This design comes from an exercise in tuning for small area and a short achievable clock period on the open sky130 flow, not from production work.
Only simulation tests tie the RTL to the original design; equivalence was not proved.

== run A ==
Design tpu, start of the top module:
module tpu(
    o, d, w, clk, rst
);
    parameter arraySize = 8;
    output wire [24*arraySize-1:0] o;
    input  wire [8*arraySize-1:0] d;
    input  wire [8*arraySize-1:0] w;
    input   clk, rst;
    reg [2:0] age;
    always @(posedge clk, posedge rst)
        if (rst) age <= 3'd0;
        else if (age != 3'd7) age <= age + 3'd1;
    wire wvalid = (age == 3'd7);
    reg signed [10:0] p [1:8];
    integer k;
    always @(posedge clk, posedge rst)
        if (rst) begin
            for (k = 1; k <= 8; k = k + 1) p[k] <= 11'sd0;
        end else begin
            p[1] <= {{3{d[7]}}, d[7:0]};
            for (k = 2; k <= 8; k = k + 1)
                p[k] <= p[k-1] + {{3{d[8*k-1]}}, d[8*k-1 -: 8]};
        end
    reg signed [10:0] x [2:8];
    always @(posedge clk) begin
        x[2] <= p[8];
        for (k = 3; k <= 8; k = k + 1) x[k] <= x[k-1];
    end
    genvar i;
    generate
        for (i = 1; i <= arraySize; i = i + 1) begin : COL
            reg [7:0] wd [1:7];
            integer s;
            always @(posedge clk) begin
                wd[1] <= w[8*i-1 -: 8];
                for (s = 2; s <= 7; s = s + 1) wd[s] <= wd[s-1];
            end
            wire [7:0] wm = wvalid ? wd[7] : 8'd0;
  ...
Settings: LEC_CHECK=0, ABC_AREA=1, CAP_MARGIN=20, CORE_MARGIN=2, CORE_UTILIZATION=40, PLACE_DENSITY=0.55, SETUP_SLACK_MARGIN=2.8, SLEW_MARGIN=20, SYNTH_HIERARCHICAL=1, SYNTH_MINIMUM_KEEP_SIZE=0; clock period 6.0 ns.
run.sh (not shown) runs the stock make flow with config.mk's settings and CLKGATE_MAP_FILE= SYNTH_SCRIPT=/design/flow/synth_recipe.tcl, a recipe that flattens the netlist after the stock synthesis.
Run A completed; timing, DRC and antenna clean
#### Input delta (run B over run A)
Settings: SETUP_SLACK_MARGIN removed (was 2.8); PLACE_DENSITY changed from 0.55 to 0.7; CTS_CLUSTER_DIAMETER newly set to 60; CTS_BUF_LIST newly set to sky130_fd_sc_hd__clkbuf_4 sky130_fd_sc_hd__clkbuf_8; CTS_CLUSTER_SIZE newly set to 18; CORE_UTILIZATION changed from 40 to 60.
==> flow/flow/run.sh (new file) <==
#!/bin/bash
# The standard layout, with the port buffers made of the smallest buffer cell
# instead of the delay buffer buffer_ports picks by default.
set -euo pipefail
bash standard.sh BUFFER_PORTS_ARGS="-buffer_cell sky130_fd_sc_hd__buf_1" finish > standard_flow.log 2>&1
==> flow/standard.sh (new file) <==
#!/bin/bash
# synth_recipe.tcl (not shown) runs the flow's synth.tcl, then flattens the netlist and writes it again
# the make line also repeats each setting of config.mk as NAME=value (left out here)
make -C /OpenROAD-flow-scripts/flow DESIGN_CONFIG=/design/flow/config.mk WORK_HOME=/design/flow/orfs CLKGATE_MAP_FILE= SYNTH_SCRIPT=/design/flow/synth_recipe.tcl "${@:-finish}"
removed: flow/run.sh
==> notes.md <==
Diff run A -> run B: peak fanout along the critical path up 6, number of buffers between clock root and the deepest sink flat.
In the tables for run A and run B, peak per-stage delay on the critical path reads lower with run A.
Compared to run A, run B has number of buffers inserted during clock tree synthesis 28% lower.
Delta (run B minus run A): count of plain and timing-repair buffers in the layout shows a reduction of 34%, floorplan die area decreased 33%, number of clock buffer instances in the layout saw a decrease.
What run C does differently from run B at the input level:
Settings: a deleted CTS_CLUSTER_DIAMETER that had been 60; a deleted CTS_BUF_LIST that had been sky130_fd_sc_hd__clkbuf_4 sky130_fd_sc_hd__clkbuf_8; a change of PLACE_DENSITY from 0.7 to 0.55; a change of CORE_UTILIZATION from 60 to 40; a deleted CTS_CLUSTER_SIZE that had been 18.
Findings:
Comparing run C against run B, there is no change at all in count of plain and timing-repair buffers. The standard cells in run C occupy more silicon area than those in run B do. Compared with run B, run C shows aggregate global-route resource usage lower by 6.8 points. Changes observed in run C relative to run B: slew at the pin closest to its max-slew limit climbed 0.026 ns. Against run B, floorplan die height in run C rose by more than 10%. Sort run B and run C by final cycle utilization of the critical path, ascending, and run B comes first. Of run B and run C, run C shows the higher number of placed instances, taps included, with run B below it.
Input-level comparison between run D and run C:
Settings: swapping 40 for 60 in CORE_UTILIZATION; putting CTS_BUF_LIST at sky130_fd_sc_hd__clkbuf_4 sky130_fd_sc_hd__clkbuf_8 where nothing was set; swapping 0.55 for 0.7 in PLACE_DENSITY.
==> flow/run.sh (new file) <==
#!/bin/bash
# synth_recipe.tcl (not shown) runs the flow's synth.tcl, then flattens the netlist and writes it again
# the make line also repeats each setting of config.mk as NAME=value (left out here)
make -C /OpenROAD-flow-scripts/flow DESIGN_CONFIG=/design/flow/config.mk WORK_HOME=/design/flow/orfs CLKGATE_MAP_FILE= SYNTH_SCRIPT=/design/flow/synth_recipe.tcl finish
removed: flow/flow/run.sh
removed: flow/standard.sh
==> notes.md <==
Run D finished every stage and its layout cleared the timing, design-rule and antenna checks. Placement row count: run D vs run C down 18%. On maximum number of pins on one net before global-route repair: between run D and run C, it ends up higher for run D. Cmp run D and run C / clock tree buffer count of the final layout / lower: run C. Cells: run D has fewer instances than run C. Taking run C as the reference point, the highest cell delay on the worst timing path of run D rises by 0.03 ns. [compare] base=run C new=run D: number of iterations in the first detailed-routing pass now sits higher, die area now sits lower, routed wire length now sits lower. Re met2 wirelength from detailed routing: run D is 6.1% down on run C. On number of levels in the clock H-tree: between run D and run C, it ends up higher for run D.

[re-timing with driven ports]
In the flow no input, the clock included, has a driving cell. The finished layouts below were timed again as built, in two steps. Step 1 sets driving cells, clkbuf_16 on the clock port and buf_2 on the other inputs (assumed; they add their load-dependent delay and slew). Step 2 adds t to the input delays and takes it off the output delays; t is the mean of the earliest and latest rising clock arrival at the registers after step 1. Input paths then give back, and output paths get back, about the clock's delay inside the block. a / b / c = ideal / step 1 / step 2; a / b = the first two.
run	t, ns	setup WS [ns]	worst register clock-pin slew, ns	pins driven straight from the clock port
run A	0.732	2.695 / 2.695 / 2.695	0.06 / 0.06	1
run B	0.746	2.340 / 2.340 / 2.340	0.11 / 0.11	1
run C	0.730	2.290 / 2.290 / 2.290	0.07 / 0.07	1
run D	0.849	2.312 / 2.312 / 2.312	0.07 / 0.07	1
After both steps setup and hold are still met in every run listed.
